This design comes from an exercise in tuning for small area on the open sky130 flow, not from production work. Function was checked by simulation only, so behaviour that the tests miss may differ from the original. The flow treats the clock pin as an ideal source, which a real chip does not have. Power is estimated from default activity; no workload was simulated.

==> flow/design.v <==
module edge_detector
  #(parameter DELAYED = 0)    
(
  input clock, reset, din,
  output rising,
  output rising_d      
);
  reg a;
  reg [16:0] Ln;    
  reg old;
  wire [16:0] L = Ln ^ 17'h0aaaa;
  wire lo_zero = ~|L[11:0];
  wire mid_zero = ~|L[15:13];
  wire wrap = lo_zero & mid_zero & ~L[12];              
  wire zero = wrap & ~L[16];
  wire at13 = lo_zero & mid_zero & L[12] & ~L[16];      
  wire fb = L[16] ^ L[13] ^ wrap;
  wire leave = DELAYED ? ~din & old & ~zero : ~din & old;
  assign rising = ~a & L[0];
  assign rising_d = a & zero & ~old;
  always @(posedge clock or posedge reset)
    if (reset) begin
      a     <= 1'b0;
      Ln[0] <= 1'b0;
    end
    else begin
      a     <= a ? ~leave : L[0];
      Ln[0] <= a ? (fb & ~leave) : (~L[0] & din);
    end
  always @(posedge clock) begin
    Ln[16:1] <= (a ? L[15:0] : 16'd0) ^ 16'h5555;
    old <= DELAYED ? a & ((old & ~zero) | at13) : a & ~wrap & (old | at13);
  end
endmodule
module dspl_drv_NexysA7
(
  input clock, reset,
  input [6:0] min_left,
  input [5:0] sec_left,
  output [7:0] an, dec_cat
);
  reg [3:0] div;           
  reg [2:0] dig_selection;
  reg [3:0] selected_dig;
  wire rise = &div;
  wire [6:0] val = dig_selection[1] ? min_left : {1'b0, sec_left};
  wire [3:0] tens = val / 7'd10;
  wire [3:0] units = val - tens * 7'd10;
  wire [3:0] digit = dig_selection[2] ? 4'd0 : (dig_selection[0] ? tens : units);
  always @(posedge clock or posedge reset)
    if (reset) begin
      div           <= 4'd11;
      dig_selection <= 3'd0;
      selected_dig  <= 4'd0;
    end
    else begin
      div <= rise ? 4'd6 : div + 4'd1;
      if (rise) begin
        dig_selection <= dig_selection + 3'd1;
        selected_dig  <= digit;
      end
    end
  assign an = {4'b1111,
               dig_selection != 3'd4, dig_selection != 3'd3,
               dig_selection != 3'd2, dig_selection != 3'd1};
  reg [6:0] seg;
  always @*
    case (selected_dig)
      4'h0 : seg = 7'b0000001;
      4'h1 : seg = 7'b1001111;
      4'h2 : seg = 7'b0010010;
      4'h3 : seg = 7'b0000110;
      4'h4 : seg = 7'b1001100;
      4'h5 : seg = 7'b0100100;
      4'h6 : seg = 7'b0100000;
      4'h7 : seg = 7'b0001111;
      4'h8 : seg = 7'b0000000;
      4'h9 : seg = 7'b0000100;
      4'hA : seg = 7'b0001000;
      4'hB : seg = 7'b1100000;
      4'hC : seg = 7'b0110001;
      4'hD : seg = 7'b1000010;
      4'hE : seg = 7'b0110000;
      default : seg = 7'b0111000;
    endcase
  assign dec_cat = {seg, 1'b1};
endmodule
module timer
(
  input start,         
  input pause,         
  input stop,          
  input [6:0] min,
  input [6:0] sec,
  input reset,
  input clock,
  output [7:0] an,
  output [7:0] dec_cat,
  output done
);
  reg clk_1;
  reg [8:0] cont;
  reg [6:0] min_left;
  reg [5:0] sec_left;    
  reg [1:0] EA;
  wire wrap = &cont;
  wire tick = wrap & ~clk_1;
  wire [9:0] half_next = {clk_1, cont} + 10'd1;
  always @(posedge clock or posedge reset)
    if (reset)
      {clk_1, cont} <= 10'd12;
    else if (wrap | ~EA[1])
      {clk_1, cont} <= half_next | {6'd0, wrap, wrap, 2'd0};
  wire sec_zero = (sec_left == 6'd0);
  wire min_zero = (min_left == 7'd0);
  always @(posedge clock or posedge reset)
    if (reset)
      EA <= 2'd0;
    else
      case (EA)
        2'd0: if (start) EA <= 2'd1;
        2'd1: if (stop || (min_zero && sec_zero)) EA <= 2'd0;
              else if (pause) EA <= 2'd2;
        default: if (pause || start) EA <= 2'd1;
                 else if (stop) EA <= 2'd0;
      endcase
  assign done = (EA == 2'd0);
  wire [5:0] sec_dec = sec_zero ? 6'd59 : sec_left - 6'd1;
  wire [6:0] min_dec = sec_zero ? min_left - 7'd1 : min_left;
  wire [5:0] sec_ld = (sec > 7'd59) ? 6'd59 : sec[5:0];
  wire [6:0] min_ld = (min > 7'd99) ? 7'd99 : min;
  always @(posedge clock or posedge reset)
    if (reset) begin
      min_left <= 7'd0;
      sec_left <= 6'd0;
    end
    else if (tick & ~EA[1]) begin
      min_left <= EA[0] ? min_dec : min_ld;
      sec_left <= EA[0] ? sec_dec : sec_ld;
    end
  dspl_drv_NexysA7 driver (.reset(reset), .clock(clock),
    .min_left(min_left), .sec_left(sec_left), .an(an), .dec_cat(dec_cat));
endmodule
module ctrl_microondas
(
  input start,
  input stop,
  input pause,
  input porta,
  input mais,
  input menos,
  input potencia,
  input [1:0] min_mode,
  input sec_mode,
  input reset,
  input clock,
  output [7:0] an,
  output [7:0] dec_cat,
  output [2:0] potencia_rgb
);
  wire start_ed, pause_ed, stop_ed, mais_ed, menos_ed;
  wire t_pause_ed, done_ed;
  reg [1:0] EA;
  reg [1:0] sel_potencia;
  reg porta_pause;
  wire t_start_ed, t_stop_ed;    
  reg [6:0] min, sec;
  edge_detector #(.DELAYED(1)) startf (.clock(clock), .reset(reset), .din(start), .rising(start_ed), .rising_d(t_start_ed));
  edge_detector pausef (.clock(clock), .reset(reset), .din(pause), .rising(pause_ed), .rising_d());
  edge_detector #(.DELAYED(1)) stopf (.clock(clock), .reset(reset), .din(stop), .rising(stop_ed), .rising_d(t_stop_ed));
  edge_detector menosf (.clock(clock), .reset(reset), .din(menos), .rising(menos_ed), .rising_d());
  edge_detector maisf (.clock(clock), .reset(reset), .din(mais), .rising(mais_ed), .rising_d());
  edge_detector tpausef (.clock(clock), .reset(reset), .din(porta_pause), .rising(t_pause_ed), .rising_d());
  timer timepp (.clock(clock), .reset(reset), .start(t_start_ed), .pause(t_pause_ed), .stop(t_stop_ed),
                .min(min), .sec(sec),
                .done(done_ed), .an(an), .dec_cat(dec_cat));
  always @(posedge clock or posedge reset)
    if (reset) begin
      porta_pause <= 1'b0;
    end
    else begin
      porta_pause <= pause_ed | porta;
    end
  always @(posedge clock or posedge reset)
    if (reset)
      EA <= 2'd0;
    else
      case (EA)
        2'd0: if (start_ed) EA <= 2'd3;
        2'd1: if (porta_pause) EA <= 2'd2;
              else if (stop_ed || done_ed) EA <= 2'd0;
        2'd2: if (start_ed || porta_pause) EA <= 2'd1;
        default: if (!done_ed) EA <= 2'd1;
      endcase
  wire sel_min = min_mode[1] | min_mode[0];
  wire ten = min_mode[1] | (~min_mode[0] & sec_mode);
  wire [6:0] op = sel_min ? min : sec;
  wire [6:0] k = ten ? (mais_ed ? 7'd10 : -7'd10) : (mais_ed ? 7'd1 : -7'd1);
  wire [6:0] res = op + k;
  wire go = (mais_ed | menos_ed) & ~potencia;
  wire to99 = min_mode[1] & mais_ed & (min >= 7'd90);
  always @(posedge clock or posedge reset)
    if (reset) begin
      min <= 7'd0;
      sec <= 7'd0;
    end
    else if (EA == 2'd1) begin
      min <= 7'd0;
      sec <= 7'd0;
    end
    else if (go) begin
      if (to99) begin
        min <= 7'd99;
        sec <= 7'd59;
      end
      else if (sel_min)
        min <= res;
      else
        sec <= res;
    end
  always @(posedge clock or posedge reset)
    if (reset)
      sel_potencia <= 2'd0;
    else if (potencia && EA == 2'd0) begin
      if (mais_ed)
        sel_potencia <= (sel_potencia == 2'd0) ? 2'd1 : 2'd2;
      else if (menos_ed)
        sel_potencia <= (sel_potencia == 2'd2) ? 2'd1 : 2'd0;
    end
  assign potencia_rgb = (EA[0] && !porta_pause) ?
                        {sel_potencia[1], sel_potencia == 2'd1, sel_potencia == 2'd0} : 3'b000;
endmodule
==> flow/config.mk <==
export PLATFORM = sky130hd
export DESIGN_NAME = ctrl_microondas
export DESIGN_NICKNAME = ctrl_microondas
export VERILOG_FILES = /design/flow/design.v
export SDC_FILE = /design/flow/constraint.sdc
export NUM_CORES = 4
export LEC_CHECK = 0
export CAP_MARGIN = 20
export CORE_MARGIN = 2
export CORE_UTILIZATION = 40
export SLEW_MARGIN = 20
==> flow/constraint.sdc <==
create_clock -name core_clock -period 10.0 [get_ports {clock}]
set_input_delay 2.0000 -clock core_clock [delete_from_list [all_inputs] [get_ports {clock}]]
set_output_delay 2.0000 -clock core_clock [all_outputs]
set_load 0.01 [all_outputs]
standard.sh (not shown) runs the stock make flow with config.mk's settings and CLKGATE_MAP_FILE= SYNTH_SCRIPT=/design/flow/synth_recipe.tcl, a recipe that flattens the netlist after the stock synthesis.
==> flow/flow/run.sh <==
#!/bin/bash
# Own layout flow: the standard ORFS flow with
#  - synthesis: the standard synthesis script, but an area-oriented ABC script
#    for the combinational logic and no separate adder extraction (registers
#    come from the same dfflibmap step, so they keep their names and cells);
#  - port buffers of the smallest buffer cell;
#  - a clock tree built by hand (clock_tree.tcl, run before CTS): a root
#    buffer and one leaf buffer per group of nearby registers.
# Each tool's full output goes to a log of its own under logs/.
set -euo pipefail
W=$(pwd)
mkdir -p logs
F=$W/flow

# synthesis script: synth_recipe.tcl with synth.tcl's ABC script swapped
sed -e "s|^source \$::env(SCRIPTS_DIR)/synth_preamble.tcl\$|source \$::env(SCRIPTS_DIR)/synth_preamble.tcl\nset abc_args [lreplace \$abc_args 1 1 $F/area.abc]|" \
  "$FLOW_HOME/scripts/synth.tcl" > "$W/synth_own.tcl"
grep -q "area.abc" "$W/synth_own.tcl"
sed -e "s|^source \$::env(SCRIPTS_DIR)/synth.tcl\$|source $W/synth_own.tcl|" "$W/synth_recipe.tcl" > "$W/own_synth.tcl"
grep -q "synth_own.tcl" "$W/own_synth.tcl"

make -C "$FLOW_HOME" DESIGN_CONFIG="$W/config.mk" WORK_HOME="$W/orfs" CLKGATE_MAP_FILE= \
  SYNTH_SCRIPT="$W/own_synth.tcl" ADDER_MAP_FILE= \
  BUFFER_PORTS_ARGS="-buffer_cell sky130_fd_sc_hd__buf_1" \
  PRE_CTS_TCL="$F/clock_tree.tcl" \
  CTS_ARGS="$(cat $F/cts_args.txt)" \
  finish > logs/make_finish.log 2>&1

R=$W/orfs/results/sky130hd/ctrl_microondas/base
: # left out here: write the final layout as DEF
Other scripts of this flow, unchanged in this note and not shown: flow/flow/area.abc, flow/flow/clock_tree.tcl, flow/flow/cts_args.txt
Edit:
--- a/flow/design.v
+++ b/flow/design.v
@@ -199,12 +199,14 @@
   wire [6:0] res = op + k;
   wire go = (mais_ed | menos_ed) & ~potencia;
   wire to99 = min_mode[1] & mais_ed & (min >= 7'd90);
-  always @(posedge clock or posedge reset)
-    if (reset) begin
-      min <= 7'd0;
-      sec <= 7'd0;
-    end
-    else if (EA == 2'd1) begin
+  reg fresh;
+  always @(posedge clock or posedge reset)
+    if (reset)
+      fresh <= 1'b1;
+    else
+      fresh <= 1'b0;
+  always @(posedge clock)
+    if (fresh || EA == 2'd1) begin
       min <= 7'd0;
       sec <= 7'd0;
     end
Effect: Die area fell by 0.43%. Register-to-register slack is better by 0.61 ns. Worst setup slack is better by 0.087 ns. Via count fell by 1.2%. Power rose by 1.4%. Utilization fell by 0.18 points. Global-route usage fell by 0.22 points.

## separate check: timing with driven ports
How much do the figures lean on ideal ports? The routed layouts below were timed once more, with nothing changed but the port constraints. Step 1, drivers: a clkbuf_16 drives clock and a buf_2 each remaining input, both assumed. Step 2 adds t to the input delays and takes it off the output delays; t is the mean of the earliest and latest rising clock arrival at the registers after step 1. Input paths then give back, and output paths get back, about the clock's delay inside the block. Three values: ideal ports, drivers, drivers and shift; two values: the first two.
| run | t, ns | setup WS [ns] | hold WS [ns] | worst data-port slew with drivers (ns) |
|---|---|---|---|---|
| the first run | 0.468 | 5.295 / 5.308 / 4.841 | 0.387 / 0.387 / 0.387 | 0.05 |
| the second run | 0.462 | 5.382 / 5.397 / 4.936 | 0.385 / 0.385 / 0.385 | 0.04 |
After both steps setup and hold are still met in every run listed. For the first run, which loses most, drivers alone change the setup slack by +0.013 ns; drivers and shift together by -0.454 ns.
